Source: an optimization exercise on an open RTL-to-GDS flow (aim: small area, a short achievable clock period and few clock cycles). Production flows keep margins and buffers that such runs may drop.
At most, simulation tests tie the RTL to the original design; equivalence was not proved.

==> flow/design.v <==
module alu(
    input logic clk,
    input logic rst,
    input logic in_alu,
    input logic[31:0] operand1,
    input logic[31:0] operand2,
    input logic [5:0]operation,
    input logic[5:0]op,
    input logic [4:0]shamt,
    output logic[31:0] result,
    output logic out_alu
);
localparam logic [1:0] ST_IDLE = 2'd0, ST_MUL = 2'd1, ST_DINIT = 2'd2, ST_DIV = 2'd3;
logic [1:0]  st;
logic [4:0]  cnt;
logic [31:0] rem;      
logic [4:0]  bdr;      
logic        swp;      
wire [31:0] A = operand1;
wire [31:0] B = operand2;
wire [3:0]  oc = operation[3:0];
wire op_add = (oc == 4'd13);
wire op_sub = (oc == 4'd1);
wire op_lt  = (oc == 4'd4);
wire op_gt  = (oc == 4'd5);
wire op_eq  = (oc == 4'd6);
wire op_sll = (oc == 4'd2);
wire op_srl = (oc == 4'd3);
wire op_sra = (oc == 4'd7);
wire op_rol = (oc == 4'd8) | (oc == 4'd10);
wire op_ror = (oc == 4'd9);
wire op_mul = (oc == 4'd11);
wire op_div = (oc == 4'd12);
wire op_cmp = op_lt | op_gt | op_eq;
wire idle    = (st == ST_IDLE);
wire s_mul   = (st == ST_MUL);
wire s_dinit = (st == ST_DINIT);
wire s_div   = (st == ST_DIV);
function automatic [7:0] sign_groups(input [31:0] x);
    logic z, o;
    z = ~x[31];
    o = x[31];
    sign_groups[7] = 1'b1;
    for (int g = 6; g >= 0; g--) begin
        z = z & ~(|x[4*g+3 +: 4]);
        o = o & (&x[4*g+3 +: 4]);
        sign_groups[g] = z | o;
    end
endfunction
function automatic [4:0] group_bits(input [31:0] x, input [2:0] g);
    logic [32:0] xe;
    xe = {x, 1'b0};
    group_bits = xe[{g, 2'b00} +: 5];
endfunction
function automatic [7:0] top_group(input [31:0] x, input [7:0] sgn);
    logic [32:0] xe;
    logic [4:0] b;
    logic [2:0] t;
    xe = {x, 1'b0};
    b = 5'd0;
    t = 3'd0;
    for (int g = 0; g < 8; g++)
        if (sgn[g] & ((g == 0) | ~sgn[(g == 0) ? 0 : g-1])) begin
            b = b | xe[4*g +: 5];
            t = t | g[2:0];
        end
    top_group = {t, b};
endfunction
wire [7:0] sga = sign_groups(A);
wire [7:0] sgb = sign_groups(B);
wire [7:0] tga = top_group(A, sga);
wire [7:0] tgb = top_group(B, sgb);
wire       swp_n = |(sga & ~sgb);     
wire [2:0] t0 = swp_n ? tga[7:5] : tgb[7:5];
wire [4:0] bd0 = swp_n ? tga[4:0] : tgb[4:0];
wire [31:0] dsrc  = swp ? A : B;
wire [31:0] mcand = rem;
function automatic [32:0] booth_pp(input [2:0] d, input [31:0] a);
    logic one, two, neg;
    logic [31:0] m;
    one = d[1] ^ d[0];
    two = (d[2] & ~d[1] & ~d[0]) | (~d[2] & d[1] & d[0]);
    neg = d[2];
    m = one ? a : (two ? {a[30:0], 1'b0} : 32'd0);
    booth_pp = {neg, m ^ {32{neg}}};
endfunction
wire [32:0] pplo = booth_pp(bdr[2:0], mcand);
wire [32:0] pphi = booth_pp(bdr[4:2], mcand);
wire [31:0] mx = {result[27:0], 1'b0, pphi[32], 1'b0, pplo[32]};
wire [31:0] my = pplo[31:0];
wire [31:0] mz = {pphi[29:0], 2'b00};
wire [31:0] csa_s = mx ^ my ^ mz;
wire [31:0] csa_c = {(mx[30:0] & my[30:0]) | (mx[30:0] & mz[30:0]) | (my[30:0] & mz[30:0]), 1'b0};
wire do_sub = s_div ? ~rem[31] : (~s_mul & ~(oc[3] & oc[0]));
wire [31:0] ax = s_mul ? csa_s : (s_div ? {rem[30:0], result[31]} : A);
wire [31:0] ay = s_mul ? csa_c : (B ^ {32{do_sub}});
wire [31:0] pp = ax ^ ay;
wire [31:0] gg = ax & ay;
logic [31:0] pg [0:5];
logic [31:0] gl [0:5];
assign gl[0] = {gg[31:1], gg[0] | (pp[0] & do_sub)};
assign pg[0] = {pp[31:1], 1'b0};
genvar lv, bi;
generate for (lv = 0; lv < 5; lv++) begin : g_lv
    for (bi = 0; bi < 32; bi++) begin : g_bi
        if (((bi >> lv) & 1) == 1) begin : g_op
            localparam integer J = ((bi >> lv) << lv) - 1;
            assign gl[lv+1][bi] = gl[lv][bi] | (pg[lv][bi] & gl[lv][J]);
            assign pg[lv+1][bi] = pg[lv][bi] & pg[lv][J];
        end else begin : g_pass
            assign gl[lv+1][bi] = gl[lv][bi];
            assign pg[lv+1][bi] = pg[lv][bi];
        end
    end
end endgenerate
wire [32:0] asum = {gl[5][31], pp ^ {gl[5][30:0], do_sub}};
wire borrow = ~asum[32];             
wire eq = &pp;                       
wire lt = borrow;
wire gt = ~borrow & ~eq;
wire cmp_bit = (op_lt & lt) | (op_gt & gt) | (op_eq & eq);
wire left = s_dinit | op_sll | op_rol;
wire [4:0] samt = s_dinit ? ~cnt : shamt;
wire [4:0] n = left ? (~samt + 5'd1) : samt;
wire [63:0] rr = {A, A} >> n;
wire [31:0] rot = rr[31:0];
logic [31:0] m;
genvar gj;
generate for (gj = 0; gj < 32; gj++) begin : g_mask
    assign m[gj] = left ? (5'(gj) >= samt) : ((6'(gj) + {1'b0, samt}) <= 6'd31);
end endgenerate
wire is_rot = op_rol | op_ror;
wire [31:0] shv = is_rot ? rot : ((rot & m) | (~m & {32{op_sra & A[31]}}));
function automatic [5:0] bitlen(input [31:0] x);
    bitlen = 6'd0;
    for (int j = 0; j < 32; j++) if (x[j]) bitlen = j[5:0] + 6'd1;
endfunction
wire [5:0] sdiff = bitlen(A) - bitlen(B);
logic [31:0] res_n;
logic        out_n;
logic [1:0]  st_n;
logic [4:0]  cnt_n;
always_comb begin
    res_n = asum[31:0];
    out_n = 1'b0;
    st_n  = st;
    cnt_n = cnt - 5'd1;
    case (st)
    ST_IDLE: begin
        out_n = 1'b1;
        if (op_cmp) res_n = {31'd0, cmp_bit};
        else if (op_mul) begin
            res_n = 32'd0;
            out_n = 1'b0;
            st_n = ST_MUL;
            cnt_n = {2'b00, t0};
        end else if (op_div) begin
            res_n = 32'd0;
            out_n = lt;
            st_n = lt ? ST_IDLE : ST_DINIT;
            cnt_n = sdiff[4:0];
        end else if (!(op_add | op_sub)) res_n = shv;
    end
    ST_MUL: begin
        if (cnt[2:0] == 3'd0) begin
            out_n = 1'b1;
            st_n = ST_IDLE;
        end
    end
    ST_DINIT: begin
        res_n = shv;           
        cnt_n = cnt;
        st_n = ST_DIV;
    end
    default: begin
        res_n = {result[30:0], ~asum[31]};
        if (cnt == 5'd0) begin
            out_n = 1'b1;
            st_n = ST_IDLE;
        end
    end
    endcase
end
always_ff @(posedge clk) begin
    result <= res_n;
    cnt <= cnt_n;
    if (idle)         rem <= swp_n ? B : A;
    else if (s_dinit) rem <= rot & ~m;
    else if (s_div)   rem <= asum[31:0];
    bdr <= idle ? bd0 : group_bits(dsrc, cnt[2:0] - 3'd1);
    swp <= idle ? swp_n : swp;
    if (rst | ~in_alu) begin
        st <= ST_IDLE;
        out_alu <= 1'b0;
    end else begin
        st <= st_n;
        out_alu <= out_n;
    end
end
endmodule
export LEC_CHECK = 0
export ABC_AREA = 1
export CAP_MARGIN = 20
export CORE_MARGIN = 2
export CORE_UTILIZATION = 40
export PLACE_DENSITY = 0.6
export SLEW_MARGIN = 20
create_clock -name core_clock -period 11.0 [get_ports {clk}]
standard.sh (not shown) runs the stock make flow with config.mk's settings and CLKGATE_MAP_FILE= SYNTH_SCRIPT=/design/flow/synth_recipe.tcl, a recipe that flattens the netlist after the stock synthesis.
==> flow/flow/run.sh <==
#!/bin/bash
export BUFFER_PORTS_ARGS="-buffer_cell sky130_fd_sc_hd__buf_1"
export SETUP_SLACK_MARGIN=5.5
bash standard.sh > standard.log 2>&1
The first run finished with timing, DRC and antenna clean.
Rerun with:
--- a/flow/design.v
+++ b/flow/design.v
@@ -92,5 +92,5 @@
 wire [31:0] csa_s = mx ^ my ^ mz;
 wire [31:0] csa_c = {(mx[30:0] & my[30:0]) | (mx[30:0] & mz[30:0]) | (my[30:0] & mz[30:0]), 1'b0};
-wire do_sub = s_div ? ~rem[31] : (~s_mul & ~(oc[3] & oc[0]));
+wire do_sub = s_div ? ~rem[31] : (~s_mul & ~op_add);
 wire [31:0] ax = s_mul ? csa_s : (s_div ? {rem[30:0], result[31]} : A);
 wire [31:0] ay = s_mul ? csa_c : (B ^ {32{do_sub}});
Effect: Register-to-register slack gets better by 0.12 ns; final area climbs by 0.38%; via count decreases by about 2%; worst setup slack improved by 0.025 ns; clock-buffer cell count goes up by 3; non-clock buffer count drops by 13.
Testbench counts after the change, summed over its fixed seeds: cycles 4,604.
No functional check of the RTL was part of the first run of this note.

[separate check: timing with driven ports]
In the flow no input, the clock included, has a driving cell. The finished layouts below were timed again as built, in two steps. Step 1: set_driving_cell puts a clkbuf_16 on clk and a buf_2 on each other input, an assumption about the parent block. Step 2 also shifts input and output timing later by t, the mid clock arrival at the registers, as if the neighbouring blocks saw the same clock. a / b / c = ideal ports / drivers / drivers and shift; a / b = the first two.
run | t (ns) | slack for setup (ns) | worst setup path after step 2 | worst data-port slew with drivers (ns) | cell pins on the clock port's net
the first run | 0.400 | 5.461 / 5.444 / 5.044 | input to register | 0.06 | 1
the second run | 0.404 | 5.486 / 5.496 / 5.092 | input to register | 0.06 | 1
After both steps every run listed still meets setup and hold. The setup slack of the first run, which loses most, moves by -0.017 ns with the drivers and by -0.417 ns with both steps.
